This design comes from an exercise in tuning for small area on the open sky130 flow, not from production work.
RTL that was checked went through simulation tests only; none was proved equivalent to the original.
No functional check of the RTL was part of run 5.
No activity file was given, so power comes from the tool's default toggle rates.

==> flow/design.v <==
`timescale 1ns / 1ps
module ICMP(readmode,sendmode,hardreset,inputdata,typeoficmpin,codein,restofheaderin,clock,outputmessage,outputvalid,restofheaderout,typeoficmpout,codeout);
input hardreset;
input [31:0] inputdata;
input [31:0] restofheaderin;
input [7:0] typeoficmpin;
input [7:0] codein;
input clock;
input readmode;
input sendmode;
output [31:0] outputmessage;
output outputvalid;
output reg [31:0] restofheaderout;
output reg [7:0] typeoficmpout;
output reg [7:0] codeout;
reg [3:0] cnt;
reg ms, mr;
reg [15:0] h0, h1, h2, h3, h4;
reg [15:0] l1, l2, l3, l4;
reg [15:0] lo;
wire idle   = (cnt == 4'd0);
wire s_e1   = ms & (cnt == 4'd1);
wire rot    = ms & (cnt >= 4'd4);
wire hsel   = (cnt <= 4'd5);
wire swin   = ms & (idle | (cnt >= 4'd9));
wire rwin   = mr & (idle | (cnt >= 4'd5));
wire lwin   = ms & (cnt == 4'd9);
wire l4win  = (ms & (idle | (cnt >= 4'd10))) | rwin;
always @(posedge clock) begin
  if (hardreset) begin
    cnt <= 4'd0;
    ms <= 1'b0;
    mr <= 1'b0;
  end else if (idle) begin
    mr <= readmode;
    ms <= sendmode & ~readmode;
    cnt <= {3'b000, readmode | sendmode};
  end else if ((ms & (cnt == 4'd12)) | (mr & (cnt == 4'd6))) begin
    cnt <= 4'd0;
  end else begin
    cnt <= cnt + 4'd1;
  end
end
wire [15:0] h4_d = rot ? h0 : inputdata[31:16];
wire [15:0] l1_d = rot ? l2 : inputdata[15:0];
wire [15:0] acc_op = s_e1 ? l1_d : lo;
wire [15:0] add_op = hsel ? h4_d : l1_d;
wire [15:0] sum = acc_op + add_op + 16'd1;
always @(posedge clock) begin
  h4 <= h4_d;
  h3 <= s_e1 ? restofheaderin[31:16] : h4;
  h2 <= s_e1 ? {typeoficmpin, codein} : h3;
  h1 <= h2;
  h0 <= h1;
  l1 <= l1_d;
  l2 <= l3;
  l3 <= l4;
  l4 <= s_e1 ? restofheaderin[15:0] : l1;
  lo <= sum;
end
always @(posedge clock) begin
  if (hardreset) begin
    restofheaderout <= 32'd0;
    typeoficmpout <= 8'd0;
    codeout <= 8'd0;
  end else begin
    if (mr & (cnt == 4'd2)) begin
      typeoficmpout <= h4[15:8];
      codeout <= h4[7:0];
    end
    if (mr & (cnt == 4'd3))
      restofheaderout <= {h4, l1};
  end
end
assign outputvalid = swin;
assign outputmessage = {({16{swin}} & h0) | ({16{rwin}} & h3),
                        ({16{lwin}} & lo) | ({16{l4win}} & l4)};
endmodule
==> flow/flow/run.sh <==
#!/bin/bash
# Layout: the standard flow (standard.sh) with these changes:
#  - synthesis is ORFS's synth.tcl run through synth_recipe.tcl as standard.sh
#    does, except that ABC maps the logic with flow/area.abc (area mapping)
#    instead of ORFS's speed script; registers are mapped before ABC runs, so
#    they are the standard synthesis's
#  - the port buffers buffer_ports inserts are buf_1 cells
#  - CTS uses clkbuf_8 with smaller sink clusters and inserts no dummy loads
# make's full output goes to standard.log in the work folder; ORFS's per-step
# logs stay under orfs/logs.
set -euo pipefail
W=$(pwd)
export BUFFER_PORTS_ARGS="-buffer_cell sky130_fd_sc_hd__buf_1"
export REMOVE_ABC_BUFFERS=1
export CTS_ARGS="-sink_clustering_enable -repair_clock_nets -dont_use_dummy_load -buf_list sky130_fd_sc_hd__clkbuf_8 -sink_clustering_size 18 -sink_clustering_max_diameter 60"
awk -v s="$W/flow/area.abc" '{print} /source .*synth_preamble.tcl/ {print "set abc_args [lreplace $abc_args 1 1 " s "]"}' \
  "$FLOW_HOME/scripts/synth.tcl" > "$W/flow_synth.tcl"
grep -q "lreplace" "$W/flow_synth.tcl"
sed "s#source \$::env(SCRIPTS_DIR)/synth.tcl#source $W/flow_synth.tcl#" "$W/synth_recipe.tcl" > "$W/flow_synth_recipe.tcl"
grep -q "flow_synth.tcl" "$W/flow_synth_recipe.tcl"
sed "s#SYNTH_SCRIPT=$W/synth_recipe.tcl#SYNTH_SCRIPT=$W/flow_synth_recipe.tcl#" "$W/standard.sh" > "$W/flow_standard.sh"
grep -q "flow_synth_recipe.tcl" "$W/flow_standard.sh"
bash "$W/flow_standard.sh" > standard.log 2>&1
==> flow/flow/area.abc <==
strash
dc2
dc2
dch -f
amap
==> flow/standard.sh <==
#!/bin/bash
# synth_recipe.tcl (not shown) runs the flow's synth.tcl, then flattens the netlist and writes it again
# the make line also repeats each setting of config.mk as NAME=value (left out here)
make -C /OpenROAD-flow-scripts/flow DESIGN_CONFIG=/design/flow/config.mk WORK_HOME=/design/flow/orfs CLKGATE_MAP_FILE= SYNTH_SCRIPT=/design/flow/synth_recipe.tcl "${@:-finish}"
==> flow/config.mk <==
export PLATFORM = sky130hd
export DESIGN_NAME = ICMP
export DESIGN_NICKNAME = ICMP
export VERILOG_FILES = /design/flow/design.v
export SDC_FILE = /design/flow/constraint.sdc
export NUM_CORES = 4
export LEC_CHECK = 0
export CAP_MARGIN = 20
export CORE_MARGIN = 2
export CORE_UTILIZATION = 40
export SLEW_MARGIN = 20
==> flow/constraint.sdc <==
create_clock -name core_clock -period 5.0 [get_ports {clock}]
set_input_delay 1.0000 -clock core_clock [delete_from_list [all_inputs] [get_ports {clock}]]
set_output_delay 1.0000 -clock core_clock [all_outputs]
set_load 0.01 [all_outputs]
==> flow_summary.ini, run 1 <==
[die]
core_area_sq_um = 17200
io_pins = 165
start_util_pct = 40.7
die_x_um = 136
dieArea_sq_um = 18500
rows = 48
chipHeight_um = 136

[synth]
synth-async-reset-ratio_pct = 0
synth_top_area_share_pct = 61.3
synth_top_cell_by_area = dfxtp_1
syn_avg_cell_area_sq_um = 11.1
ys_seq_area_share_pct = 61.3
synth_ff_type = dfxtp_1
ys_warn_count = 1
synth-edff-count = 0
synth_cells = 628
ys_ff_latch = 214
netlist_top_cells_area = dfxtp_1, o22ai_1, o22a_1
synth_area_sq_um = 6980
yosysUniqueCellTypes = 25

[setup_path]
arrival_ns = 5.04
critPathLaunchType = flop
cpMostUsedCell = nor2_1
worstSetupEndpointType = flop
timing.rr.start = cnt[0]
criticalPathCategory = reg2reg
critical_path.max_stage_delay_ns = 0.42
critPathSlowestCell = fa_1
rr_worst_depth = 28
timing.reg2reg.setup_slack_ns = 0.36
cp_max_fo = 4
crit_required_ns = 5.41
r2r-end = lo[14]

[timing]
maxSlewHeadroom_pct = 35.3
tightest_slew_ns = 0.968
drv_slew = 0
fin_crit_sh_pct = 92.7
hold_viol_final = 0
setup_viol = 0
timing.final.ws_setup_ns = 0.365
fin_skew_ns = 0.0247
period_minus_slack_ns = 4.64
fmax_mhz = 216
rsz0062_at_grt = yes
hold_ws_ns = 0.312

[finish]
nNetsFinal = 938
final_common_cell = dfxtp_1
largest_reg_flops = 32
final_cells = 1056
synthToLayoutAreaGrowth_pct = 19.3
fillCellCount = 1692
largest-register = restofheaderout
layout-drive-gt1-share_pct = 6.02
design_area_sq_um = 8330
insertedDiodeCount = 0
layout_common_cells = dfxtp_1, buf_1, clkinv_1

[clocking]
cts_tree = built
clock_latency_ns = 0.50
htreeDepth = 1
clock_sinks = 214
path_clk_slew_ns = 0.12
cts_buffer_depth = 3
numCtsBuffers = 16
cts_root_buf = clkbuf_8
cts_hold_buf = 0

[worst_hold_path]
min_to = h0[10]
hold_path.startpoint = h1[10]
hp-class = reg2reg
min_path_cells = 0

[pwr]
vdd_drop_max_mv = 0.201
p_leak_nw = 3.10
power_density_nw_per_um2 = 473

[detailed_routing]
drc = 0
vias_per_cell = 5.35
drtPass1Iterations = 4
vias = 5648
drt_iter0_drc = 279
wire_per_inst_um = 19.3
drtAntennaViolNets = 0
drt_wl_total_um = 20400

[global_route]
grt_pass1_wl_um = 30700
use_met3_pct = 4.33
grt_use_met1_pct = 27.8
grt.total_usage_pct = 21.4
antenna_found_initial = 0
grt_pass1_vias = 5743
met2_usage_pct = 35.9
grt_overflow = 0
grt_max_degree = 39
grt.busiest_layer = met2

[outcome]
status = finished clean

[placement]
gp_congestion = 0.908
place_inst = 1033
portBuffers = 164
post-place-ws_ns = 0.334
hpwl_um = 13800
dpl-instance-area_sq_um = 8050

[run]
timing.max_cap.violations = 0
[metrics by stage]
step                      setup TNS [ns]  utilization, %  power [W]
after CTS                              0            48.1    0.00397
after global placement                 0            46.9    0.00314
final                                  0            48.5    0.00395
after floorplan                  -171.36               -    0.00280
after detailed placement               0            46.9    0.00316
after global routing             -0.0505            48.5    0.00418
[timing repair]
action | in CTS | in global routing
buffers inserted | 0 | 7
gates resized for setup | 0 | 3
endpoints found under the setup margin | 0 | 2
[layout make-up]
class	instances	area (sq um)	share of cell area, %
Tap cell	225	282	3.38
Clock buffer	16	220	2.64
Sequential cell	214	4280	51.4
Timing Repair Buffer	187	792	9.50
Inverter	91	342	4.10
Multi-Input combinational cell	323	2410	29.0
[Yosys cell counts, drive strengths merged, types with 5 or more instances]
cell and n:
a21o 5, a21oi 15, a22o 14, a22oi 16
clkinv 91, dfxtp 214, ha 20, nand2 14
nand2b 5, nor2 41, nor3 6, o21a 11
o21ai 6, o221a 32, o22a 50, o22ai 77
[routing by layer]
metal / wire length, um / up-vias / part of all wire, %
met5: 0 / - / 0
met1: 9050 / 2720 / 44
li1: - / 2710 / -
met4: 493 / 0 / 2.4
met2: 9520 / 182 / 47
met3: 1330 / 36 / 6.5
[power by group]
group | leakage [nW] | switching (W) | internal, W
clock | 0.115 | 0.000518 | 0.000290
sequential | 1.79 | 0.000106 | 0.00197
combinational | 1.20 | 0.000632 | 0.000431
[kinds of logic after synthesis]
family                   Yosys count  share of synthesized area (%)
AO/OA/AOI/OAI                    232                           25.7
adder cells (fa/ha/maj)           21                           3.87
buffers and inverters             91                           4.89
flip-flops                       214                           61.3
AND/OR/NAND/NOR                   70                           4.16
[critical path, delay by kind of cell (launching register included)]
family	cells	cell delay, ns
buffers and inverters	4	0.47
DFF	1	0.41
and+or+nand+nor	11	1.33
adders and majority gates	3	0.84
AOI/OAI and AO/OA	10	1.49
[worst max path at each step]
stage | from | endpoint | cells after the start
after floorplan | cnt[1] | lo[14] | 27
after global placement | inputdata[0] | lo[14] | 24
after detailed placement | ms | lo[14] | 25
after CTS | ms | lo[14] | 25
after global routing | cnt[0] | lo[14] | 29
final | cnt[0] | lo[14] | 28
==> inputs of run 2 (changes only) <==
--- a/flow/flow/run.sh
+++ b/flow/flow/run.sh
@@ -13,3 +13,2 @@
 export BUFFER_PORTS_ARGS="-buffer_cell sky130_fd_sc_hd__buf_1"
-export REMOVE_ABC_BUFFERS=1
 export CTS_ARGS="-sink_clustering_enable -repair_clock_nets -dont_use_dummy_load -buf_list sky130_fd_sc_hd__clkbuf_8 -sink_clustering_size 18 -sink_clustering_max_diameter 60"
--- a/flow/config.mk
+++ b/flow/config.mk
@@ -9,3 +9,3 @@
 export CORE_MARGIN = 2
-export CORE_UTILIZATION = 40
+export CORE_UTILIZATION = 75
 export SLEW_MARGIN = 20
==> run 2 against run 1 <==
Still clean on timing, DRC and antenna. Die area shrank 46%. Area after synthesis unchanged. Wire length is 4.2% lower. Clock power is 5.6% lower. Count of clock-buffer cells in the layout is 1 lower. Synthesized cell count is the same. Combinational power up 5%. Non-clock buffer count down 6. Largest cell class unchanged. Fmax grew 0.96%. Utilization up 41 points. Highest routed layer unchanged.
==> flow_summary.ini, run 2 <==
[outcome]
status = finished clean

[die]
core_area_sq_um = 9150
dieArea_sq_um = 10100
start_util_pct = 76.3
io_pins = 165
chipHeight_um = 101
die_x_um = 101
rows = 35

[finish]
nNetsFinal = 931
insertedDiodeCount = 0
synthToLayoutAreaGrowth_pct = 17.0
layout_common_cells = dfxtp_1, buf_1, clkinv_1
final_common_cell = dfxtp_1
register_area_sq_um = 4290
multi_input_area_sq_um = 2440
design_area_sq_um = 8170
fillCellCount = 441
final_cells = 935
layout-drive-gt1-share_pct = 6.80
largest-register = restofheaderout
largest_reg_flops = 32

[pwr]
power_density_nw_per_um2 = 485
vdd_drop_max_mv = 0.404
p_switching_w = 0.00127
p_leak_nw = 3.07
clkPwrFrac_pct = 19.3
combPwrFrac_pct = 28.0
switching_share_pct = 32.1
finalPower_w = 0.00396
p_int_w = 0.00269
power.share.sequential_pct = 52.7

[placement]
gp_congestion = 0.965
dpl-instance-area_sq_um = 7940
hpwl_um = 13300
place_inst = 919
portBuffers = 164

[synth]
syn_nets = 733
ys_seq_area_share_pct = 61.3
yosysUniqueCellTypes = 25
synth_common_cells = dfxtp_1, clkinv_1, o22ai_1
syn_avg_cell_area_sq_um = 11.1
synth_ff_type = dfxtp_1
synth_area_sq_um = 6980
synth_top_cell_by_area = dfxtp_1
synth_cells = 628
synth-edff-count = 0
netlist_top_cells_area = dfxtp_1, o22ai_1, o22a_1
ys_warn_count = 1
synth_top_area_share_pct = 61.3
synth-async-reset-ratio_pct = 0
synth_most_common_cell = dfxtp_1
ys_ff_latch = 214

[setup_path]
critPathLaunchType = flop
timing.reg2reg.setup_slack_ns = 0.41
arrival_ns = 4.96
criticalPathCategory = reg2reg
cp_max_fo = 15
critical_path.max_stage_delay_ns = 0.39
rr_worst_depth = 31
timing.rr.start = cnt[0]
crit_required_ns = 5.37
cpMostUsedCell = nand2_1
critPathSlowestCell = dfxtp_2
r2r-end = lo[15]
worstSetupEndpointType = flop

[detailed_routing]
drtAntennaViolNets = 0
wire_per_inst_um = 20.9
drt_iter0_drc = 355
drt_wl_total_um = 19500
drtPass1Iterations = 6
vias = 5995
drc = 0
vias_per_cell = 6.41

[global_route]
grt_max_degree = 33
grt_overflow = 0
grt.total_usage_pct = 38.3
antenna_found_initial = 0
grt_pass1_vias = 6118
grt_pass1_wl_um = 30100

[clocking]
htreeDepth = 1
cts_buffer_depth = 3
clock_sinks = 214
numCtsBuffers = 15
cts_hold_buf = 0
cts_tree = built
cts_root_buf = clkbuf_8
clock_latency_ns = 0.49
path_clk_slew_ns = 0.11

[worst_hold_path]
min_to = l2[9]
min_path_cells = 0
hold_path.startpoint = l3[9]
hp-class = reg2reg

[timing]
drv_slew = 0
period_minus_slack_ns = 4.59
hold_ws_ns = 0.322
fin_crit_sh_pct = 91.8
hold_viol_final = 0
fin_skew_ns = 0.0242
tightest_slew_ns = 0.847
rsz0062_at_grt = no
maxSlewHeadroom_pct = 43.4
fin_setup_tns_ns = 0
setup_viol = 0
fmax_mhz = 218

[run]
timing.max_cap.violations = 0
[run 2: cells by family (layout without fill, tap and decap cells)]
| kind of cell | count (synthesis) | after routing | share of synthesized area [%] |
|---|---|---|---|
| AOI/OAI and AO/OA | 232 | 232 | 25.7 |
| DFF | 214 | 214 | 61.3 |
| buffers and inverters | 91 | 287 | 4.89 |
| and+or+nand+nor | 70 | 70 | 4.16 |
| adders and majority gates | 21 | 21 | 3.87 |
[run 2: timing repair]
| item | in CTS | in global routing |
|---|---|---|
| resized for setup | 0 | 3 |
| endpoints found under the setup margin | 0 | 2 |
| setup buffers | 0 | 1 |
[run 2: cell type report]
class / instances / area share (%)
clock buffer: 15 / 2.53
timing repair buffer: 181 / 9.14
inverter: 91 / 4.24
multi-input combinational: 323 / 29.9
sequential: 214 / 52.5
tap: 111 / 1.70
[run 2: worst max-delay path, delay by kind of cell, from the launching register on]
| kind | cells | cell delay [ns] |
|---|---|---|
| adders and majority gates | 2 | 0.50 |
| buffers and inverters | 5 | 0.70 |
| DFF | 1 | 0.39 |
| and+or+nand+nor | 13 | 1.05 |
| AOI/OAI and AO/OA | 11 | 1.82 |
[run 2: metrics by stage]
| step | util (%) | worst slack [ns] |
|---|---|---|
| after floorplan | - | -1.50 |
| after global placement | 86.8 | 0.592 |
| after detailed placement | 86.8 | 0.352 |
| after CTS | 89.0 | 0.286 |
| after global routing | 89.3 | 0.0344 |
| final | 89.3 | 0.408 |
[run 2: per-layer routing]
metal  wire length, um  GRT usage [%]  part of all wire, %
met1              7480           45.6                   38
met2              9770           68.1                   50
met3              1570           6.45                  8.0
met4               721           16.5                  3.7
met5                 0              0                    0
[run 2: how the worst max path moves through the flow]
stage | startpoint | to | slack (ns) | cells after the start
3_5_place_dp | ms | lo[14] | 0.35 | 27
2_1_floorplan | cnt[2] | lo[14] | -1.50 | 26
5_1_grt | cnt[0] | lo[14] | 0.03 | 30
4_1_cts | ms | lo[14] | 0.29 | 28
3_3_place_gp | ms | lo[14] | 0.59 | 27
6_report | cnt[0] | lo[15] | 0.41 | 31
[run 2: power by group through the flow]
stage / logic (W) / registers, W / clock network (W)
global placement: 0.00101 / 0.00210 / 0
finish: 0.00111 / 0.00209 / 0.000764
global route: 0.00120 / 0.00211 / 0.000827
floorplan: 0.000735 / 0.00209 / 0
CTS: 0.00109 / 0.00208 / 0.000762
detailed placement: 0.00107 / 0.00212 / 0
==> inputs of run 3 (changes only) <==
--- a/flow/config.mk
+++ b/flow/config.mk
@@ -9,3 +9,3 @@
 export CORE_MARGIN = 2
-export CORE_UTILIZATION = 75
+export CORE_UTILIZATION = 60
 export SLEW_MARGIN = 20
==> run 3 against run 2 <==
Global-route usage shrank 7.8 points. Largest power group unchanged. Area after synthesis stayed put. Non-clock buffer count did not move. Power down 0.55%. Register-to-register slack improved by 0.19 ns. Setup slack gained 0.19 ns. Wire length is 0.95% lower. Critical path depth is 3 lower. Utilization is 17 points lower.
==> flow_summary.ini, run 3 <==
[synth]
yosysUniqueCellTypes = 25
synth_top_family_by_area = compound AO/OA/AOI/OAI gates
synth_common_cells = dfxtp_1, clkinv_1, o22ai_1
synth-edff-count = 0
netlist_top_cells_area = dfxtp_1, o22ai_1, o22a_1
synth_compound_area_share_pct = 25.7
synth-async-reset-ratio_pct = 0
synthXorXnorAreaFrac_pct = 0
synth_ff_type = dfxtp_1
ys_warn_count = 1
yosys.area_share.simple_pct = 4.16
yosys-mux-area-fraction_pct = 0
synth_most_common_cell = dfxtp_1
synth_cells = 628
synth_top_cell_by_area = dfxtp_1
ys_seq_area_share_pct = 61.3
ys_ff_latch = 214
syn_avg_cell_area_sq_um = 11.1
synth_area_sq_um = 6980
syn_nets = 733
synthAdderAreaFrac_pct = 3.87
synth_top_area_share_pct = 61.3

[timing]
fin_skew_ns = 0.0540
fin_crit_sh_pct = 88.1
period_minus_slack_ns = 4.40
fin_setup_tns_ns = 0
drv_slew = 0
maxSlewHeadroom_pct = 41.0
fmax_mhz = 227
setup_viol = 0
hold_viol_final = 0
tightest_slew_ns = 0.883
rsz0062_at_grt = no

[finish]
largest-register = restofheaderout
insertedDiodeCount = 0
largest_reg_flops = 32
synthToLayoutAreaGrowth_pct = 17.6
layout_common_cells = dfxtp_1, buf_1, clkinv_1
layout-drive-gt1-share_pct = 6.43
design_area_sq_um = 8220
nNetsFinal = 931
final_common_cell = dfxtp_1

[setup_path]
worstSetupEndpointType = flop
criticalPathCategory = reg2reg
arrival_ns = 4.81
cp_max_fo = 16
critPathLaunchType = flop
critPathSlowestCell = dfxtp_2
critical_path.max_stage_delay_ns = 0.37
cpMostUsedCell = nor2_1
crit_required_ns = 5.40

[detailed_routing]
drtPass1Iterations = 7
vias_per_cell = 5.94
wire_per_inst_um = 20.0
drt_iter0_drc = 406
vias = 5745
drc = 0
drtAntennaViolNets = 0
drt_wl_total_um = 19400

[die]
die_x_um = 112
io_pins = 165
rows = 39
dieArea_sq_um = 12500
core_area_sq_um = 11400
chipHeight_um = 112
start_util_pct = 61.4

[placement]
portBuffers = 164
gp_congestion = 0.876
dpl-instance-area_sq_um = 8010
hpwl_um = 12700

[run]
timing.max_cap.violations = 0

[clocking]
cts_setup_buffers = 0
htreeDepth = 1
cts_root_buf = clkbuf_8
clock_sinks = 214
path_clk_slew_ns = 0.12
clock_latency_ns = 0.51
numCtsBuffers = 15
cts_buffer_depth = 3
cts-resized-gates = 0
cts_hold_buf = 0
cts_tree = built

[outcome]
status = finished clean

[global_route]
antenna_found_initial = 0
grt_max_degree = 49
grt_overflow = 0
grt_pass1_wl_um = 30400
grt.total_usage_pct = 30.4
grt_pass1_vias = 5840

[pwr]
vdd_drop_max_mv = 0.351
p_leak_nw = 3.08
finalPower_w = 0.00394
power_density_nw_per_um2 = 479

[worst_hold_path]
hp-class = reg2reg
==> run 3: changes by cell type in the layout (fill, tap and decap cells not counted), sizes merged <==
cell,delta
clkinv,+1
inv,-1
==> run 3: worst max-delay path, delay by kind of cell, from the launching register on <==
family          cells  cell delay (ns)
compound gates     10             1.64
fa+ha+maj           3             0.73
buf+inv             4             0.45
flops               1             0.37
simple gates       11             1.11
==> run 3: final cells by class <==
type                    count  area [sq um]
multi-input cells         323          2430
repair buffers            181           763
inverters                  91           347
well taps                 143           179
fillers                   896          3150
flip-flops and latches    214          4290
clock buffers              15           206
==> run 3: cells by family after synthesis <==
family                     after synthesis
and+or+nand+nor                         70
AOI/OAI and AO/OA                      232
buffers and inverters                   91
DFF                                    214
adders and majority gates               21
==> run 3: per-layer routing <==
metal  global-route usage [%]  vias up  part of all wire (%)
li1                         -     2694                     -
met1                     40.0     2776                    43
met2                     51.4      241                    47
met3                     4.79       34                   6.7
met4                     10.5        0                   2.5
met5                        0        -                     0
==> run 3: per-stage QoR <==
step	instances	worst slack (ns)	hold slack, ns	util (%)
finish	967	0.595	0.286	72.3
global route	967	0.210	0.292	72.3
CTS	967	0.620	0.297	72.3
detailed placement	952	0.536	0.313	70.5
global placement	951	0.650	0.310	70.2
floorplan	628	-1.50	0.310	-
==> run 3: path summary, 6_finish.rpt <==
path              startpoint     end  slack (ns)  cells after the start
setup / recovery      cnt[0]  lo[14]        0.60                     28
setup reg to reg      cnt[0]  lo[14]        0.60                     28
hold / removal         h2[2]   h1[2]        0.29                      0
hold reg to reg        h2[2]   h1[2]        0.29                      0
==> run 3: report_power, final <==
part / switching, W / total (W) / internal, W
clock network: 0.000504 / 0.000777 / 0.000273
registers: 0.000108 / 0.00208 / 0.00197
logic: 0.000639 / 0.00109 / 0.000446
==> inputs of run 4 (changes only) <==
--- a/flow/config.mk
+++ b/flow/config.mk
@@ -7,5 +7,5 @@
 export LEC_CHECK = 0
-export CAP_MARGIN = 20
+export CAP_MARGIN = 5
 export CORE_MARGIN = 2
-export CORE_UTILIZATION = 60
-export SLEW_MARGIN = 20
+export CORE_UTILIZATION = 40
+export SLEW_MARGIN = 5
==> run 4 against run 3 <==
Setup slack got worse by 0.11 ns. Clock power up 3.5%. Final area increased by 1.4%. Die area increased by 48%. Critical path type unchanged. Still clean. Largest power group unchanged. Area after synthesis did not move. Non-clock buffer count grew 1. Sequential share of layout area down 0.74 points.
==> flow_summary.ini, run 4 <==
[outcome]
status = finished clean

[setup_path]
critical_path.max_stage_delay_ns = 0.39
cpMostUsedCell = nor2_1
critPathLaunchType = flop
crit_required_ns = 5.44
cp_max_fo = 11
criticalPathCategory = reg2reg
critPathSlowestCell = dfxtp_2
worstSetupEndpointType = flop
arrival_ns = 4.95

[finish]
largest_reg_flops = 32
layout-drive-gt1-share_pct = 6.78
fillCellCount = 1653
largest-register = restofheaderout
final_common_cell = dfxtp_1
nNetsFinal = 933
synthToLayoutAreaGrowth_pct = 19.3
insertedDiodeCount = 0
layout_common_cells = dfxtp_1, buf_1, clkinv_1

[pwr]
combPwrFrac_pct = 27.5
clkPwrFrac_pct = 20.2
p_int_w = 0.00270
vdd_drop_max_mv = 0.234
switching_share_pct = 32.0
p_leak_nw = 3.08
p_switching_w = 0.00127
power.share.sequential_pct = 52.2
power_density_nw_per_um2 = 477

[synth]
ys_warn_count = 1
synth_area_sq_um = 6980
synth_compound_area_share_pct = 25.7
syn_nets = 733
synth-async-reset-ratio_pct = 0
synth-edff-count = 0
synthXorXnorAreaFrac_pct = 0
yosys-mux-area-fraction_pct = 0
synth_cells = 628
ys_seq_area_share_pct = 61.3
synthAdderAreaFrac_pct = 3.87
synth_common_cells = dfxtp_1, clkinv_1, o22ai_1
yosys.area_share.simple_pct = 4.16
yosysUniqueCellTypes = 25
syn_avg_cell_area_sq_um = 11.1
synth_most_common_cell = dfxtp_1
ys_ff_latch = 214
synth_top_area_share_pct = 61.3
netlist_top_cells_area = dfxtp_1, o22ai_1, o22a_1
synth_top_family_by_area = compound AO/OA/AOI/OAI gates
synth_ff_type = dfxtp_1
synth_top_cell_by_area = dfxtp_1

[placement]
hpwl_um = 14000
portBuffers = 164
gp_congestion = 0.865
post-place-ws_ns = 0.448

[clocking]
cts_setup_buffers = 0
cts_hold_buf = 0
numCtsBuffers = 16
clock_latency_ns = 0.51
clock_sinks = 214
cts-resized-gates = 0
htreeDepth = 1
path_clk_slew_ns = 0.11
cts_tree = built
cts_buffer_depth = 3
cts_root_buf = clkbuf_8

[global_route]
grt.total_usage_pct = 22.1
grt_pass1_wl_um = 31600
grt_max_degree = 35
grt_pass1_vias = 5914
met2_usage_pct = 36.7
grt.busiest_layer = met2
grt_overflow = 0
use_met3_pct = 3.65
antenna_found_initial = 0
grt_use_met1_pct = 29.0

[die]
io_pins = 165
chipHeight_um = 136
rows = 48
dieArea_sq_um = 18500
die_x_um = 136
core_area_sq_um = 17200
start_util_pct = 40.7

[timing]
fin_skew_ns = 0.0448
setup_viol = 0
tightest_slew_ns = 0.926
period_minus_slack_ns = 4.52
fin_crit_sh_pct = 90.3
hold_viol_final = 0
timing.final.ws_setup_ns = 0.485
maxSlewHeadroom_pct = 38.1
fin_setup_tns_ns = 0
fmax_mhz = 221
drv_slew = 0

[detailed_routing]
drt_wl_total_um = 20800
drtAntennaViolNets = 0
vias = 5726
wire_per_inst_um = 19.8
drt_iter0_drc = 348
drtPass1Iterations = 4
vias_per_cell = 5.45
drc = 0

[run]
timing.max_cap.violations = 0

[worst_hold_path]
hp-class = reg2reg
[run 4: cell counts after synthesis]
No cell type changed its count.
[run 4: worst paths after layout]
check,start,endpoint,slack (ns),cells after the start
hold / removal,h2[14],h1[14],0.33,0
hold reg to reg,h2[14],h1[14],0.33,0
setup reg to reg,cnt[0],lo[14],0.48,30
setup / recovery,cnt[0],lo[14],0.48,30
[run 4: routing by layer]
| layer | share of wire (%) | vias up | routed length, um |
|---|---|---|---|
| met4 | 2.5 | 0 | 517 |
| met2 | 47 | 228 | 9710 |
| li1 | - | 2706 | - |
| met3 | 6.9 | 37 | 1430 |
| met1 | 44 | 2755 | 9120 |
| met5 | 0 | - | 0 |
[run 4: logic make-up (layout without fill, tap and decap cells)]
| family | after synthesis | count (layout) |
|---|---|---|
| buffers and inverters | 91 | 289 |
| AND/OR/NAND/NOR | 70 | 70 |
| adder cells (fa/ha/maj) | 21 | 21 |
| flip-flops | 214 | 214 |
| AO/OA/AOI/OAI | 232 | 232 |
[run 4: cell type report]
type / instances / area, sq um / share of cell area [%]
inverters: 91 / 347 / 4.16
multi-input cells: 323 / 2440 / 29.3
well taps: 225 / 282 / 3.38
clock buffers: 16 / 220 / 2.64
flip-flops and latches: 214 / 4290 / 51.4
repair buffers: 182 / 754 / 9.05
[run 4: power groups by stage]
stage / Sequential [W] / Combinational [W] / Clock, W
6_report: 0.00208 / 0.00109 / 0.000804
3_5_place_dp: 0.00211 / 0.00108 / 0
4_1_cts: 0.00208 / 0.00109 / 0.000832
5_1_grt: 0.00210 / 0.00121 / 0.000888
2_1_floorplan: 0.00209 / 0.000735 / 0
3_3_place_gp: 0.00210 / 0.00105 / 0
[run 4: worst max-delay path, delay by kind of cell (launching register included)]
| kind | cells | cell delay, ns |
|---|---|---|
| compound gates | 10 | 1.47 |
| simple gates | 12 | 1.28 |
| fa+ha+maj | 3 | 0.79 |
| buf+inv | 5 | 0.52 |
| flops | 1 | 0.39 |
[run 4: stage by stage]
step / total power, W / instance area [sq um] / hold WS [ns] / utilization (%) / cells
finish: 0.00397 / 8330 / 0.329 / 48.5 / 1051
global route: 0.00420 / 8330 / 0.339 / 48.5 / 1051
CTS: 0.00400 / 8330 / 0.328 / 48.5 / 1051
detailed placement: 0.00320 / 8110 / 0.312 / 47.2 / 1035
global placement: 0.00316 / 8110 / 0.310 / 47.2 / 1035
floorplan: 0.00282 / 7030 / 0.310 / - / 628
==> inputs of run 5 (changes only) <==
--- a/flow/design.v
+++ b/flow/design.v
@@ -18,4 +18,7 @@
 reg [15:0] h0, h1, h2, h3, h4;
-reg [15:0] l1, l2, l3, l4;
-reg [15:0] lo;
+reg [15:0] l1, l2, l3;
+reg [15:0] l4_n;    
+reg [15:0] lo_n;    
+wire [15:0] l4 = ~l4_n;
+wire [15:0] lo = ~lo_n;
 wire idle   = (cnt == 4'd0);
@@ -57,4 +60,4 @@
   l3 <= l4;
-  l4 <= s_e1 ? restofheaderin[15:0] : l1;
-  lo <= sum;
+  l4_n <= ~(s_e1 ? restofheaderin[15:0] : l1);
+  lo_n <= ~sum;
 end
--- a/flow/config.mk
+++ b/flow/config.mk
@@ -7,5 +7,5 @@
 export LEC_CHECK = 0
-export CAP_MARGIN = 5
+export CAP_MARGIN = 20
 export CORE_MARGIN = 2
-export CORE_UTILIZATION = 40
-export SLEW_MARGIN = 5
+export CORE_UTILIZATION = 60
+export SLEW_MARGIN = 20
==> run 5 against run 4 <==
Wire length decreased by 9.4%. Global-route usage up 7.7 points. Via count down 0.73%. Die area shrank 33%. Register-to-register slack worse by 0.04 ns. First-iteration DRC count grew 36%. Combinational power down 7%. Area after synthesis decreased by 1.2%. Power fell by 2.6%. Final area is 1.8% lower. Utilization is 24 points higher. Count of clock-buffer cells in the layout is 1 lower. Critical endpoint is now lo_n[15]. Largest cell class unchanged.
==> flow_summary.ini, run 5 <==
[outcome]
status = finished clean

[synth]
synth_common_cells = dfxtp_1, o22ai_1, clkinv_1
synth_top_area_share_pct = 62.1
ys_ff_latch = 214
netlist_top_cells_area = dfxtp_1, o22ai_1, o221a_1
synth_top_cell_by_area = dfxtp_1
ys_warn_count = 1
yosys-mux-area-fraction_pct = 0
synth-edff-count = 0
synth-async-reset-ratio_pct = 0
synth_compound_area_share_pct = 25.3
yosys.area_share.simple_pct = 4.59
ys_seq_area_share_pct = 62.1
syn_avg_cell_area_sq_um = 11.2
synth_cells = 615
synthXorXnorAreaFrac_pct = 0
yosysUniqueCellTypes = 26
synth_area_sq_um = 6900
synth_top_family_by_area = compound AO/OA/AOI/OAI gates
synthAdderAreaFrac_pct = 4.10
synth_ff_type = dfxtp_1
synth_most_common_cell = dfxtp_1
syn_nets = 721

[setup_path]
critPathLaunchType = flop
cpMostUsedCell = nor2_1
arrival_ns = 4.94
criticalPathCategory = reg2reg
worstSetupEndpointType = flop
critical_path.max_stage_delay_ns = 0.37
cp_max_fo = 20
crit_required_ns = 5.38
critPathSlowestCell = dfxtp_1

[finish]
design_area_sq_um = 8190
layout_common_cells = dfxtp_1, buf_1, o22ai_1
insertedDiodeCount = 0
final_common_cell = dfxtp_1
largest-register = restofheaderout
nNetsFinal = 921
final_cells = 956
synthToLayoutAreaGrowth_pct = 18.6
largest_reg_flops = 32
layout-drive-gt1-share_pct = 7.50

[global_route]
grt_pass1_wl_um = 29800
antenna_found_initial = 0
grt_overflow = 0
grt_max_degree = 53
grt_pass1_vias = 5723
grt.total_usage_pct = 29.8

[die]
io_pins = 165
chipHeight_um = 111
rows = 39
dieArea_sq_um = 12400
core_area_sq_um = 11300
start_util_pct = 61.0
die_x_um = 111

[placement]
post-place-ws_ns = 0.200
gp_congestion = 0.931
dpl-instance-area_sq_um = 7880
place_inst = 937
portBuffers = 164
hpwl_um = 12500

[timing]
hold_viol_final = 0
period_minus_slack_ns = 4.56
fin_skew_ns = 0.0316
timing.final.ws_setup_ns = 0.444
fin_crit_sh_pct = 91.1
maxSlewHeadroom_pct = 33.3
rsz0062_at_grt = no
drv_slew = 0
tightest_slew_ns = 0.998
fin_setup_tns_ns = 0
fmax_mhz = 219
setup_viol = 0

[clocking]
clock_sinks = 214
cts_buffer_depth = 3
htreeDepth = 1
cts_hold_buf = 0
numCtsBuffers = 15
cts_root_buf = clkbuf_8
path_clk_slew_ns = 0.11
cts_tree = built
clock_latency_ns = 0.49

[pwr]
vdd_drop_max_mv = 0.313
power_density_nw_per_um2 = 473
p_leak_nw = 3.09
finalPower_w = 0.00387

[detailed_routing]
vias = 5684
drtAntennaViolNets = 0
drt_wl_total_um = 18800
drt_iter0_drc = 473
wire_per_inst_um = 19.7
drtPass1Iterations = 7
vias_per_cell = 5.95
drc = 0

[run]
timing.max_cap.violations = 0

[worst_hold_path]
hp-class = reg2reg
[run 5: cell types whose count changed after synthesis, sizes merged, moves of 2 or more]
cell,change
nand3,-2
a21oi,-5
clkinv,-18
a21o,+5
o22ai,+14
o21a,-5
o22a,-16
nor2,+5
nand2,-2
o21ai,+7
[run 5: what timing repair did]
item	CTS	global route
endpoints found under the setup margin	0	3
resized for setup	0	16
buffers inserted	0	3
[run 5: cell families after synthesis]
group                    count (synthesis)
AO/OA/AOI/OAI                          231
flip-flops                             214
AND/OR/NAND/NOR                         75
buffers and inverters                   73
adder cells (fa/ha/maj)                 22
[run 5: area by class of cell]
| class | count | area (sq um) |
|---|---|---|
| multi-input combinational | 328 | 2450 |
| timing repair buffer | 182 | 771 |
| sequential | 214 | 4290 |
| timing repair inverter | 1 | 5.00 |
| clock buffer | 15 | 206 |
| tap | 143 | 179 |
| inverter | 73 | 283 |
| fill | 896 | 3130 |
[run 5: report_power, final]
part | internal (W) | switching [W] | total [W] | leakage [nW]
logic | 0.000425 | 0.000584 | 0.00101 | 1.19
registers | 0.00197 | 0.000131 | 0.00210 | 1.79
clock network | 0.000273 | 0.000493 | 0.000766 | 0.108
[run 5: routing by layer]
metal	global-route usage [%]	vias to the layer above	wire, um
li1	-	2681	-
met4	7.33	0	430
met1	39.6	2702	8040
met2	50.9	267	8940
met3	5.25	34	1410
met5	0	-	0
[run 5: worst paths after layout]
path              start        to  slack, ns  cells past startpoint
setup / recovery     ms  lo_n[15]       0.44                     28
hold / removal    h1[6]     h0[6]       0.33                      0
setup reg to reg     ms  lo_n[15]       0.44                     28
hold reg to reg   h1[6]     h0[6]       0.33                      0
[run 5: critical path, delay by kind of cell (launching register included)]
family	cells	cell delay [ns]
DFF	1	0.37
adders and majority gates	1	0.26
and+or+nand+nor	14	1.52
buffers and inverters	4	0.93
AOI/OAI and AO/OA	9	1.37
[run 5: per-stage QoR]
step | utilization, % | hold WS, ns
floorplan | - | 0.310
global placement | 69.4 | 0.310
detailed placement | 69.6 | 0.312
CTS | 71.5 | 0.331
global route | 72.3 | 0.339
finish | 72.3 | 0.332
==> inputs of run 6 (changes only) <==
--- a/flow/design.v
+++ b/flow/design.v
@@ -18,4 +18,6 @@
 reg [15:0] h0, h1, h2, h3, h4;
-reg [15:0] l1, l2, l3;
-reg [15:0] l4_n;    
+reg [15:0] l1;
+reg [15:0] l2_n, l3_n, l4_n;    
+wire [15:0] l2 = ~l2_n;
+wire [15:0] l3 = ~l3_n;
 reg [15:0] lo_n;    
@@ -58,4 +60,4 @@
   l1 <= l1_d;
-  l2 <= l3;
-  l3 <= l4;
+  l2_n <= l3_n;
+  l3_n <= l4_n;
   l4_n <= ~(s_e1 ? restofheaderin[15:0] : l1);
==> run 6 against run 5 <==
Clock power down 0.9%. Clock skew increased by 0.026 ns. Flip-flop and latch count did not move. Utilization down 0.62 points. Largest cell class unchanged. Sequential share of layout area up 0.65 points. Wire length shrank 4.7%. Critical endpoint unchanged. Register-to-register slack worse by 0.09 ns. Highest routed layer unchanged. Still clean. Critical path type unchanged. Setup slack got worse by 0.095 ns. Sequential power barely moved. Non-clock buffer count is 2 higher.
==> flow_summary.ini, run 6 <==
[placement]
gp_congestion = 0.876
portBuffers = 164
place_inst = 933
hpwl_um = 12100

[setup_path]
crit_required_ns = 5.44
cp_top_family = compound AO/OA/AOI/OAI gates
cpMostUsedCell = nor2_1
cp_max_fo = 8
critPathSlowestCell = dfxtp_1
critPathLaunchType = flop
worstSetupEndpointType = flop
criticalPathCategory = reg2reg
arrival_ns = 5.09
critical_path.max_stage_delay_ns = 0.40
path_buf_inv = 4

[clocking]
clock_latency_ns = 0.50
cts_root_buf = clkbuf_8
path_clk_slew_ns = 0.11
numCtsBuffers = 15
clock_sinks = 214
cts_hold_buf = 0
cts_tree = built
htreeDepth = 1
cts_buffer_depth = 3

[outcome]
status = finished clean

[finish]
largest_reg_flops = 32
multi_input_area_sq_um = 2420
register_area_sq_um = 4290
synthToLayoutAreaGrowth_pct = 17.7
final_common_cell = dfxtp_1
largest-register = restofheaderout
final_cells = 952
insertedDiodeCount = 0
nNetsFinal = 917
fillCellCount = 899
layout_common_cells = dfxtp_1, buf_1, o22ai_1
layout-drive-gt1-share_pct = 6.18

[global_route]
antenna_found_initial = 0
grt_pass1_wl_um = 28100
grt.total_usage_pct = 28.2
grt_pass1_vias = 5577
grt_overflow = 0
grt_max_degree = 37

[timing]
fmax_mhz = 215
tightest_slew_ns = 0.975
hold_viol_final = 0
setup_viol = 0
fin_skew_ns = 0.0577
maxSlewHeadroom_pct = 34.8
fin_setup_tns_ns = 0
drv_slew = 0
period_minus_slack_ns = 4.65
fin_crit_sh_pct = 93.0

[synth]
synth_top_area_share_pct = 62.4
synth-async-reset-ratio_pct = 0
netlist_top_cells_area = dfxtp_1, o22ai_1, o221a_1
syn_avg_cell_area_sq_um = 11.3
synth_compound_area_share_pct = 25.4
syn_nets = 716
synth_top_cell_by_area = dfxtp_1
yosysUniqueCellTypes = 27
synthXorXnorAreaFrac_pct = 0
yosys-mux-area-fraction_pct = 0
synth-edff-count = 0
synth_ff_type = dfxtp_1
ys_seq_area_share_pct = 62.4
ys_ff_latch = 214
ys_warn_count = 1
yosys.area_share.simple_pct = 4.94
synth_common_cells = dfxtp_1, o22ai_1, clkinv_1
synth_area_sq_um = 6870
synth_top_family_by_area = compound AO/OA/AOI/OAI gates
synth_cells = 610
synth_most_common_cell = dfxtp_1
synthAdderAreaFrac_pct = 4.12

[detailed_routing]
drt_wl_total_um = 17900
wire_per_inst_um = 18.8
drc = 0
vias_per_cell = 5.91
drtPass1Iterations = 4
drtAntennaViolNets = 0
drt_iter0_drc = 351
vias = 5622

[pwr]
p_leak_nw = 3.11
vdd_drop_max_mv = 0.370
power_density_nw_per_um2 = 473

[die]
chipHeight_um = 111
die_x_um = 111
start_util_pct = 60.9
core_area_sq_um = 11300
rows = 39
io_pins = 165
dieArea_sq_um = 12300

[worst_hold_path]
hp-class = reg2reg

[run]
timing.max_cap.violations = 0
[run 6: path summary, 6_finish.rpt]
| check | to | startpoint | depth (start not counted) | slack, ns |
|---|---|---|---|---|
| hold reg to reg | l3_n[12] | l4_n[12] | 0 | 0.30 |
| setup reg to reg | lo_n[15] | ms | 30 | 0.35 |
| setup / recovery | lo_n[15] | ms | 30 | 0.35 |
| hold / removal | l3_n[12] | l4_n[12] | 0 | 0.30 |
[run 6: through the flow]
step	total power [W]	hold slack (ns)	worst slack, ns	utilization [%]	area (sq um)
2_1_floorplan	0.00276	0.310	-1.59	-	6900
3_5_place_dp	0.00309	0.313	0.251	69.5	7830
4_1_cts	0.00383	0.300	0.285	71.3	8040
3_3_place_gp	0.00305	0.310	0.481	69.5	7830
6_report	0.00382	0.300	0.349	71.7	8080
5_1_grt	0.00404	0.302	-0.0727	71.7	8080
[run 6: logic make-up after synthesis]
group,after synthesis
AOI/OAI and AO/OA,233
DFF,214
and+or+nand+nor,84
buffers and inverters,57
adders and majority gates,22
[run 6: cell type report]
class	count	area share, %
inverter	57	2.74
sequential	214	53.0
tap	143	2.21
timing repair buffer	184	9.48
clock buffer	15	2.55
multi-input combinational	339	30.0
[run 6: metal layers]
layer,global-route usage (%),part of all wire (%)
met4,8.67,2.4
met3,4.98,7.0
met2,48.4,48
met5,0,0
met1,36.6,42
[run 6: power by group]
group          internal [W]  switching, W  leakage (nW)
logic              0.000408      0.000563          1.21
clock network      0.000272      0.000486         0.108
registers           0.00197      0.000127          1.79
[run 6: repair_timing]
| action | CTS | global route |
|---|---|---|
| gates resized for setup | 0 | 4 |
| endpoints found under the setup margin | 0 | 2 |
| buffers inserted | 0 | 4 |
==> inputs of run 7 (changes only) <==
--- a/flow/config.mk
+++ b/flow/config.mk
@@ -9,3 +9,4 @@
 export CORE_MARGIN = 2
-export CORE_UTILIZATION = 60
+export CORE_UTILIZATION = 70
+export PLACE_DENSITY = 0.8
 export SLEW_MARGIN = 20
==> run 7 against run 6 <==
Setup slack better by 0.094 ns. Cell count fell by 1.3%. First-iteration DRC count decreased by 1.4%. Sequential share of layout area increased by 0.22 points. Power increased by 0.53%. Fmax grew 2.1%. Sequential power hardly changed. Flip-flop and latch count stayed put. Die area is 14% lower. Still clean. Critical path depth is the same. Via count increased by 3.3%. Largest cell class unchanged.
==> flow_summary.ini, run 7 <==
[pwr]
p_switching_w = 0.00120
switching_share_pct = 31.1
vdd_drop_max_mv = 0.326
power.share.sequential_pct = 54.7
p_leak_nw = 3.09
power_density_nw_per_um2 = 478
p_int_w = 0.00265
clkPwrFrac_pct = 19.9
combPwrFrac_pct = 25.3

[global_route]
grt_overflow = 0
grt.total_usage_pct = 33.1
grt_pass1_vias = 5518
grt_max_degree = 61
antenna_found_initial = 0
grt_pass1_wl_um = 27300

[synth]
synth_common_cells = dfxtp_1, o22ai_1, clkinv_1
netlist_top_cells_area = dfxtp_1, o22ai_1, o221a_1
synth-edff-count = 0
synth_ff_type = dfxtp_1
synth-async-reset-ratio_pct = 0
ys_ff_latch = 214
syn_nets = 716
synth_top_cell_by_area = dfxtp_1
ys_warn_count = 1
synth_most_common_cell = dfxtp_1
synth_area_sq_um = 6870
syn_avg_cell_area_sq_um = 11.3
synth_cells = 610
yosysUniqueCellTypes = 27
synth_top_area_share_pct = 62.4
ys_seq_area_share_pct = 62.4

[setup_path]
criticalPathCategory = reg2reg
critical_path.max_stage_delay_ns = 0.39
cp_max_fo = 7
timing.rr.start = ms
worstSetupEndpointType = flop
timing.reg2reg.setup_slack_ns = 0.44
rr_worst_depth = 30
crit_required_ns = 5.44
critPathLaunchType = flop
cpMostUsedCell = nor2_1
arrival_ns = 5.00
startpoint = ms
critPathSlowestCell = dfxtp_1
crit_path_end = lo_n[15]
r2r-end = lo_n[15]

[finish]
fillCellCount = 574
final_common_cell = dfxtp_1
largest_reg_flops = 32
layout-drive-gt1-share_pct = 5.95
largest-register = restofheaderout
nNetsFinal = 915
final_util_pct = 83.5
layout_common_cells = dfxtp_1, buf_1, o22ai_1
synthToLayoutAreaGrowth_pct = 17.2
insertedDiodeCount = 0

[detailed_routing]
drtAntennaViolNets = 0
drc = 0
drt_wl_total_um = 18400
drt_iter0_drc = 346
drtPass1Iterations = 6
vias = 5805
vias_per_cell = 6.18
wire_per_inst_um = 19.6

[placement]
portBuffers = 164
hpwl_um = 12100
gp_congestion = 0.877

[timing]
fin_setup_tns_ns = 0
fin_skew_ns = 0.0452
drv_slew = 0
fmax_mhz = 219
fin_crit_sh_pct = 91.1
hold_viol_final = 0
setup_viol = 0
maxSlewHeadroom_pct = 40.3
period_minus_slack_ns = 4.56
tightest_slew_ns = 0.893

[die]
die_x_um = 103
core_area_sq_um = 9640
io_pins = 165
start_util_pct = 71.2
chipHeight_um = 103
dieArea_sq_um = 10600
rows = 36

[clocking]
cts_hold_buf = 0
path_clk_slew_ns = 0.11
clock_latency_ns = 0.50
cts_root_buf = clkbuf_8
numCtsBuffers = 15
htreeDepth = 1
cts_buffer_depth = 3
cts_tree = built
clock_sinks = 214

[outcome]
status = finished clean

[run]
timing.max_cap.violations = 0

[worst_hold_path]
hp-class = reg2reg
[run 7: cell types whose count changed in the layout (fill, tap and decap cells not counted)]
cell	delta
buf_4	-2
clkinv_1	-1
inv_2	+1
o22ai_1	+1
o22ai_2	-1
[run 7: layer usage]
metal	global-route usage, %	part of all wire [%]
met5	0	0
met1	40.9	40
met4	12.2	3.0
met3	6.92	7.8
met2	57.3	50
[run 7: per-stage QoR]
| stage | area, sq um | std cells | power, W | setup WS, ns | hold WS, ns |
|---|---|---|---|---|---|
| finish | 8050 | 940 | 0.00385 | 0.443 | 0.315 |
| floorplan | 6900 | 610 | 0.00276 | -1.59 | 0.310 |
| global placement | 7800 | 921 | 0.00304 | 0.468 | 0.310 |
| CTS | 8010 | 936 | 0.00383 | 0.328 | 0.309 |
| detailed placement | 7800 | 921 | 0.00309 | 0.306 | 0.312 |
| global route | 8050 | 940 | 0.00403 | -0.0135 | 0.317 |
[run 7: critical path, delay by kind of cell, from the launching register on]
kind / cells / cell delay [ns]
compound gates: 11 / 1.79
simple gates: 14 / 1.42
buf+inv: 4 / 0.63
flops: 1 / 0.39
fa+ha+maj: 1 / 0.33
[run 7: area by class of cell]
cell class / count / area (sq um) / area share (%)
clock buffers: 15 / 206 / 2.57
multi-input cells: 339 / 2420 / 30.0
inverters: 57 / 221 / 2.75
well taps: 133 / 166 / 2.07
repair buffers: 182 / 751 / 9.33
flip-flops and latches: 214 / 4290 / 53.3
[run 7: worst min-delay path by stage]
stage | to | cells past startpoint | startpoint | slack, ns
floorplan | h0[0] | 0 | h1[0] | 0.31
global placement | h1[9] | 0 | h2[9] | 0.31
detailed placement | l2_n[0] | 0 | l3_n[0] | 0.31
CTS | l2_n[6] | 0 | l3_n[6] | 0.31
global route | l2_n[6] | 0 | l3_n[6] | 0.32
finish | l2_n[6] | 0 | l3_n[6] | 0.32
[run 7: logic make-up after synthesis]
kind of cell / Yosys count / share of synthesized area [%]
AO/OA/AOI/OAI: 233 / 25.4
flip-flops: 214 / 62.4
AND/OR/NAND/NOR: 84 / 4.94
buffers and inverters: 57 / 3.12
adder cells (fa/ha/maj): 22 / 4.12
[run 7: what timing repair did]
action | CTS | global route
endpoints found under the setup margin | 0 | 1
buffers inserted | 0 | 4
gates resized for setup | 0 | 3
[run 7: power by group through the flow]
stage	sequential (W)	combinational, W	clock, W
2_1_floorplan	0.00210	0.000668	0
3_3_place_gp	0.00212	0.000923	0
3_5_place_dp	0.00213	0.000953	0
4_1_cts	0.00210	0.000966	0.000765
5_1_grt	0.00212	0.00107	0.000827
6_report	0.00210	0.000975	0.000766
==> inputs of run 8 (changes only) <==
--- a/flow/flow/run.sh
+++ b/flow/flow/run.sh
@@ -13,2 +13,3 @@
 export BUFFER_PORTS_ARGS="-buffer_cell sky130_fd_sc_hd__buf_1"
+export REMOVE_ABC_BUFFERS=1
 export CTS_ARGS="-sink_clustering_enable -repair_clock_nets -dont_use_dummy_load -buf_list sky130_fd_sc_hd__clkbuf_8 -sink_clustering_size 18 -sink_clustering_max_diameter 60"
==> run 8 against run 7 <==
Final area is essentially flat. First-iteration DRC count fell by 17%. Still clean on timing, DRC and antenna. Wire length fell by 1.2%. Flip-flop and latch count did not move. Critical path type unchanged. Count of clock-buffer cells in the layout did not move.
==> flow_summary.ini, run 8 <==
[outcome]
status = finished clean

[setup_path]
arrival_ns = 5.04
critical_path.max_stage_delay_ns = 0.44
critPathSlowestCell = dfxtp_1
cpMostUsedCell = nor2_1
timing.reg2reg.setup_slack_ns = 0.38
path_buf_inv = 3
cp_top_family = simple AND/OR/NAND/NOR gates
startpoint = cnt[2]
worstSetupEndpointType = flop
criticalPathCategory = reg2reg
r2r-end = lo_n[15]
crit_required_ns = 5.42
timing.rr.start = cnt[2]
rr_worst_depth = 29
crit_cells = 29
cp_max_fo = 15
critPathLaunchType = flop

[worst_hold_path]
hp-class = reg2reg
hold_path.startpoint = l3_n[12]
min_to = l2_n[12]
min_path_cells = 0

[synth]
synth_cells = 610
synth_area_sq_um = 6870
synth_top_area_share_pct = 62.4
synth_common_cells = dfxtp_1, o22ai_1, clkinv_1
ys_warn_count = 1
netlist_top_cells_area = dfxtp_1, o22ai_1, o221a_1
synth-async-reset-ratio_pct = 0
synth_ff_type = dfxtp_1
ys_seq_area_share_pct = 62.4
ys_ff_latch = 214
yosysUniqueCellTypes = 27
synth-edff-count = 0
syn_avg_cell_area_sq_um = 11.3
synth_top_cell_by_area = dfxtp_1
synth_most_common_cell = dfxtp_1

[global_route]
antenna_found_initial = 0
grt_pass1_vias = 5488
grt_max_degree = 44
grt_pass1_wl_um = 27100
grt.total_usage_pct = 33.1
grt_overflow = 0

[placement]
hpwl_um = 12400
gp_congestion = 0.869
portBuffers = 164
dpl-instance-area_sq_um = 7780

[finish]
final_util_pct = 83.6
multi_input_area_sq_um = 2410
register_area_sq_um = 4290
layout_common_cells = dfxtp_1, buf_1, o22ai_1
largest-register = restofheaderout
largest_reg_flops = 32
fillCellCount = 577
synthToLayoutAreaGrowth_pct = 17.3
final_common_cell = dfxtp_1
insertedDiodeCount = 0
nNetsFinal = 917
design_area_sq_um = 8050
layout-drive-gt1-share_pct = 6.30

[die]
io_pins = 165
start_util_pct = 71.2
dieArea_sq_um = 10600
core_area_sq_um = 9640
chipHeight_um = 103
die_x_um = 103
rows = 36

[pwr]
power.share.sequential_pct = 54.7
power_density_nw_per_um2 = 476
p_switching_w = 0.00118
clkPwrFrac_pct = 19.7
vdd_drop_max_mv = 0.319
p_leak_nw = 3.10
finalPower_w = 0.00383
switching_share_pct = 30.9
combPwrFrac_pct = 25.6
p_int_w = 0.00265

[detailed_routing]
drt_iter0_drc = 286
drtPass1Iterations = 5
drtAntennaViolNets = 0
vias_per_cell = 6.10
drt_wl_total_um = 18200
vias = 5746
wire_per_inst_um = 19.3
drc = 0

[timing]
maxSlewHeadroom_pct = 33.3
setup_viol = 0
period_minus_slack_ns = 4.62
drv_slew = 0
fin_crit_sh_pct = 92.4
fmax_mhz = 216
hold_viol_final = 0
hold_ws_ns = 0.323
fin_skew_ns = 0.0143
tightest_slew_ns = 1.00

[clocking]
numCtsBuffers = 15
path_clk_slew_ns = 0.10
cts_hold_buf = 0
clock_sinks = 214
cts_buffer_depth = 3
cts_root_buf = clkbuf_8
cts_tree = built
htreeDepth = 1
clock_latency_ns = 0.48

[run]
timing.max_cap.violations = 0
[run 8: per-layer routing]
metal	vias to the layer above	GRT usage [%]	share of wire, %
li1	2677	-	-
met4	0	12.3	2.6
met3	43	5.63	7.7
met2	277	56.8	49
met1	2749	42.0	40
met5	-	0	0
[run 8: worst max-delay path by stage]
stage	to	slack (ns)
6_report	lo_n[15]	0.38
5_1_grt	lo_n[15]	-0.009
4_1_cts	lo_n[15]	0.18
3_5_place_dp	lo_n[15]	0.22
3_3_place_gp	lo_n[15]	0.49
2_1_floorplan	lo_n[15]	-4.92
[run 8: power by group through the flow]
stage	Sequential (W)	Combinational, W	Clock, W
final	0.00210	0.000980	0.000753
after detailed placement	0.00213	0.000953	0
after CTS	0.00209	0.000963	0.000758
after global routing	0.00212	0.00108	0.000825
after floorplan	0.00209	0.000661	0
after global placement	0.00212	0.000913	0
[run 8: cells by family after synthesis]
kind of cell / after synthesis / share of synthesized area [%]
DFF: 214 / 62.4
buffers and inverters: 57 / 3.12
adders and majority gates: 22 / 4.12
AOI/OAI and AO/OA: 233 / 25.4
and+or+nand+nor: 84 / 4.94
[run 8: repair_timing]
action	4_1_cts	5_1_grt
endpoints found under the setup margin	0	4
gates resized for setup	0	13
buffers inserted	0	5
[run 8: layout make-up]
cell class	count	share of cell area, %
multi-input cells	339	29.9
inverters	57	2.70
repair buffers	184	9.51
flip-flops and latches	214	53.2
clock buffers	15	2.56
well taps	133	2.07
[run 8: worst register-to-register path: cells and delay by family (launching register included)]
| family | cells | cell delay, ns |
|---|---|---|
| buffers and inverters | 3 | 0.58 |
| AO/OA/AOI/OAI | 9 | 1.50 |
| AND/OR/NAND/NOR | 16 | 1.75 |
| adder cells (fa/ha/maj) | 1 | 0.29 |
| flip-flops | 1 | 0.44 |
[run 8: stage by stage]
step	TNS (ns)	cells	setup WS, ns
after floorplan	-163.13	610	-4.92
after global placement	0	922	0.488
after detailed placement	0	922	0.221
after CTS	0	937	0.179
after global routing	-0.00886	942	-0.00886
final	0	942	0.379
==> inputs of run 9 (changes only) <==
--- a/flow/design.v
+++ b/flow/design.v
@@ -15,4 +15,6 @@
 output reg [7:0] codeout;
-reg [3:0] cnt;
-reg ms, mr;
+reg [4:0] st;
+wire ms = ~st[4];
+wire mr = st[4];
+wire [3:0] cnt = st[3:0];
 reg [15:0] h0, h1, h2, h3, h4;
@@ -25,24 +27,17 @@
 wire [15:0] lo = ~lo_n;
-wire idle   = (cnt == 4'd0);
-wire s_e1   = ms & (cnt == 4'd1);
+wire idle   = (st == 5'd0) | (st == 5'd13) | (st == 5'd23);
+wire s_e1   = (st == 5'd1);
 wire rot    = ms & (cnt >= 4'd4);
 wire hsel   = (cnt <= 4'd5);
-wire swin   = ms & (idle | (cnt >= 4'd9));
-wire rwin   = mr & (idle | (cnt >= 4'd5));
-wire lwin   = ms & (cnt == 4'd9);
-wire l4win  = (ms & (idle | (cnt >= 4'd10))) | rwin;
+wire swin   = ms & (cnt >= 4'd9);
+wire rwin   = mr & (cnt >= 4'd5);
+wire lwin   = (st == 5'd9);
+wire l4win  = (ms & (cnt >= 4'd10)) | rwin;
 always @(posedge clock) begin
-  if (hardreset) begin
-    cnt <= 4'd0;
-    ms <= 1'b0;
-    mr <= 1'b0;
-  end else if (idle) begin
-    mr <= readmode;
-    ms <= sendmode & ~readmode;
-    cnt <= {3'b000, readmode | sendmode};
-  end else if ((ms & (cnt == 4'd12)) | (mr & (cnt == 4'd6))) begin
-    cnt <= 4'd0;
-  end else begin
-    cnt <= cnt + 4'd1;
-  end
+  if (hardreset)
+    st <= 5'd0;
+  else if (idle)
+    st <= readmode ? 5'd17 : (sendmode ? 5'd1 : 5'd0);
+  else
+    st <= st + 5'd1;
 end
==> run 9 against run 8 <==
Critical endpoint unchanged. Wire length fell by 0.15%. Still clean. Critical path type unchanged. Count of clock-buffer cells in the layout unchanged. Largest power group unchanged. Final area is 0.42% lower.
==> flow_summary.ini, run 9 <==
[detailed_routing]
drtPass1Iterations = 6
dr_wl_met2_um = 8980
vias_per_cell = 6.09
met1_length_um = 7310
wire_per_inst_um = 19.5
drc = 0
drt_wl_total_um = 18200
drtAntennaViolNets = 0
met3_length_um = 1480
vias = 5672
drt_iter0_drc = 299
dr.max_layer_used = met4

[placement]
hpwl_um = 12200
portBuffers = 164
gp_congestion = 0.931
place_inst = 914
post-place-ws_ns = 0.185

[finish]
nNetsFinal = 906
final_common_cell = dfxtp_1
layout-drive-gt1-share_pct = 5.89
final_cells = 931
largest_reg_flops = 32
layout_common_cells = dfxtp_1, buf_1, o22ai_1
insertedDiodeCount = 0
largest-register = restofheaderout
synthToLayoutAreaGrowth_pct = 17.5

[timing]
drv_slew = 0
fin_crit_sh_pct = 92.5
fmax_mhz = 216
maxSlewHeadroom_pct = 28.8
hold_viol_final = 0
timing.final.ws_setup_ns = 0.377
tightest_slew_ns = 1.07
fin_skew_ns = 0.0654
setup_viol = 0
fin_setup_tns_ns = 0
period_minus_slack_ns = 4.62

[setup_path]
cp_top_family = compound AO/OA/AOI/OAI gates
critPathLaunchType = flop
cp_max_fo = 9
crit_required_ns = 5.40
arrival_ns = 5.02
critical_path.max_stage_delay_ns = 0.42
path_buf_inv = 3
cpMostUsedCell = nor2_1
worstSetupEndpointType = flop
criticalPathCategory = reg2reg
critPathSlowestCell = dfxtp_1

[global_route]
grt_overflow = 0
grt_pass1_vias = 5674
grt_max_degree = 38
grt.total_usage_pct = 33.6
grt_pass1_wl_um = 27600
antenna_found_initial = 0

[synth]
synth-edff-count = 0
synth_top_cell_by_area = dfxtp_1
synth-async-reset-ratio_pct = 0
synth_top_area_share_pct = 62.5
netlist_top_cells_area = dfxtp_1, o22ai_1, o221a_1
ys_ff_latch = 213
ys_warn_count = 1
ys_seq_area_share_pct = 62.5
synth_area_sq_um = 6830
synth_ff_type = dfxtp_1
yosysUniqueCellTypes = 24
synth_cells = 602
syn_avg_cell_area_sq_um = 11.3
synth_common_cells = dfxtp_1, o22ai_1, clkinv_1
synth_most_common_cell = dfxtp_1

[clocking]
cts_tree = built
clock_latency_ns = 0.51
numCtsBuffers = 15
htreeDepth = 1
cts_buffer_depth = 3
cts_root_buf = clkbuf_8
clock_sinks = 213
cts_hold_buf = 0
path_clk_slew_ns = 0.11

[pwr]
vdd_drop_max_mv = 0.364
p_leak_nw = 3.09
power_density_nw_per_um2 = 498

[die]
chipHeight_um = 103
rows = 36
core_area_sq_um = 9640
dieArea_sq_um = 10600
start_util_pct = 70.8
io_pins = 165
die_x_um = 103

[worst_hold_path]
hp-class = reg2reg

[run]
timing.max_cap.violations = 0

[outcome]
status = finished clean
-- run 9: cells by family after synthesis --
group / synth area share (%)
adder cells (fa/ha/maj): 4.14
buffers and inverters: 3.02
flip-flops: 62.5
AO/OA/AOI/OAI: 25.7
AND/OR/NAND/NOR: 4.69
-- run 9: stage by stage --
step | utilization (%) | power [W] | cell area [sq um] | hold slack (ns)
after floorplan | - | 0.00294 | 6830 | 0.310
after global placement | 80.3 | 0.00317 | 7740 | 0.310
after detailed placement | 80.3 | 0.00322 | 7740 | 0.314
after CTS | 82.5 | 0.00396 | 7950 | 0.285
after global routing | 83.2 | 0.00421 | 8020 | 0.299
final | 83.2 | 0.00400 | 8020 | 0.276
-- run 9: path summary, 6_finish.rpt --
kind	startpoint	end	slack (ns)	cells after the start
max reg2reg	st[3]	lo_n[15]	0.38	30
min	l3_n[4]	l2_n[4]	0.28	0
max	st[3]	lo_n[15]	0.38	30
min reg2reg	l3_n[4]	l2_n[4]	0.28	0
-- run 9: timing repair --
| item | CTS | global route |
|---|---|---|
| hold endpoints to repair | 0 | 0 |
| setup endpoints to repair | 0 | 3 |
| setup buffers | 0 | 2 |
| gates resized for setup | 0 | 20 |
-- run 9: worst register-to-register path, delay by kind of cell (launching register included) --
family | cells | cell delay (ns)
AOI/OAI and AO/OA | 11 | 1.74
DFF | 1 | 0.42
buffers and inverters | 3 | 0.52
adders and majority gates | 1 | 0.30
and+or+nand+nor | 15 | 1.52
-- run 9: where the power goes --
group          total [W]  switching, W  internal, W
Combinational   0.000917      0.000513     0.000404
Sequential       0.00231      0.000191      0.00212
Clock           0.000765      0.000493     0.000272
Total            0.00400       0.00120      0.00280
-- run 9: area by class of cell --
type                       instances  area [sq um]
sequential                       213          4270
inverter                          55           213
fill                             628          1620
tap                              133           166
timing repair buffer             181           756
clock buffer                      15           206
multi-input combinational        334          2410
-- run 9: layer usage --
layer	up-vias	GRT usage, %
li1	2653	-
met1	2719	42.9
met2	254	57.7
met3	46	6.31
met4	0	11.4
met5	-	0

[re-timing with driven ports]
The results above use ideal ports. As a check the final layouts listed here were re-extracted and re-timed, cells and wires unchanged. Step 1, drivers: a clkbuf_16 drives clock and a buf_2 each remaining input, both assumed. Step 2 also shifts input and output timing later by t, the mid clock arrival at the registers, as if the neighbouring blocks saw the same clock. Three values: ideal ports, drivers, drivers and shift; two values: the first two.
| run | t (ns) | setup WS [ns] | worst setup path after step 2 | worst register clock-pin slew, ns | worst data-port slew with drivers (ns) |
|---|---|---|---|---|---|
| run 1 | 0.524 | 0.365 / 0.365 / 0.365 | register to register | 0.12 / 0.12 | 0.06 |
| run 2 | 0.512 | 0.408 / 0.408 / 0.408 | register to register | 0.12 / 0.12 | 0.04 |
| run 3 | 0.518 | 0.595 / 0.595 / 0.532 | input to register | 0.12 / 0.12 | 0.06 |
| run 4 | 0.522 | 0.485 / 0.485 / 0.461 | input to register | 0.11 / 0.11 | 0.05 |
| run 5 | 0.514 | 0.444 / 0.444 / 0.418 | input to register | 0.11 / 0.11 | 0.05 |
| run 6 | 0.507 | 0.349 / 0.349 / 0.349 | register to register | 0.11 / 0.11 | 0.05 |
| run 7 | 0.517 | 0.443 / 0.443 / 0.421 | input to register | 0.11 / 0.11 | 0.06 |
| run 8 | 0.509 | 0.379 / 0.379 / 0.335 | input to register | 0.11 / 0.11 | 0.06 |
| run 9 | 0.510 | 0.377 / 0.377 / 0.253 | input to register | 0.11 / 0.11 | 0.06 |
After both steps setup and hold are still met in every run listed. For run 9, which loses most, drivers alone change the setup slack by 0.000 ns; drivers and shift together by -0.124 ns.
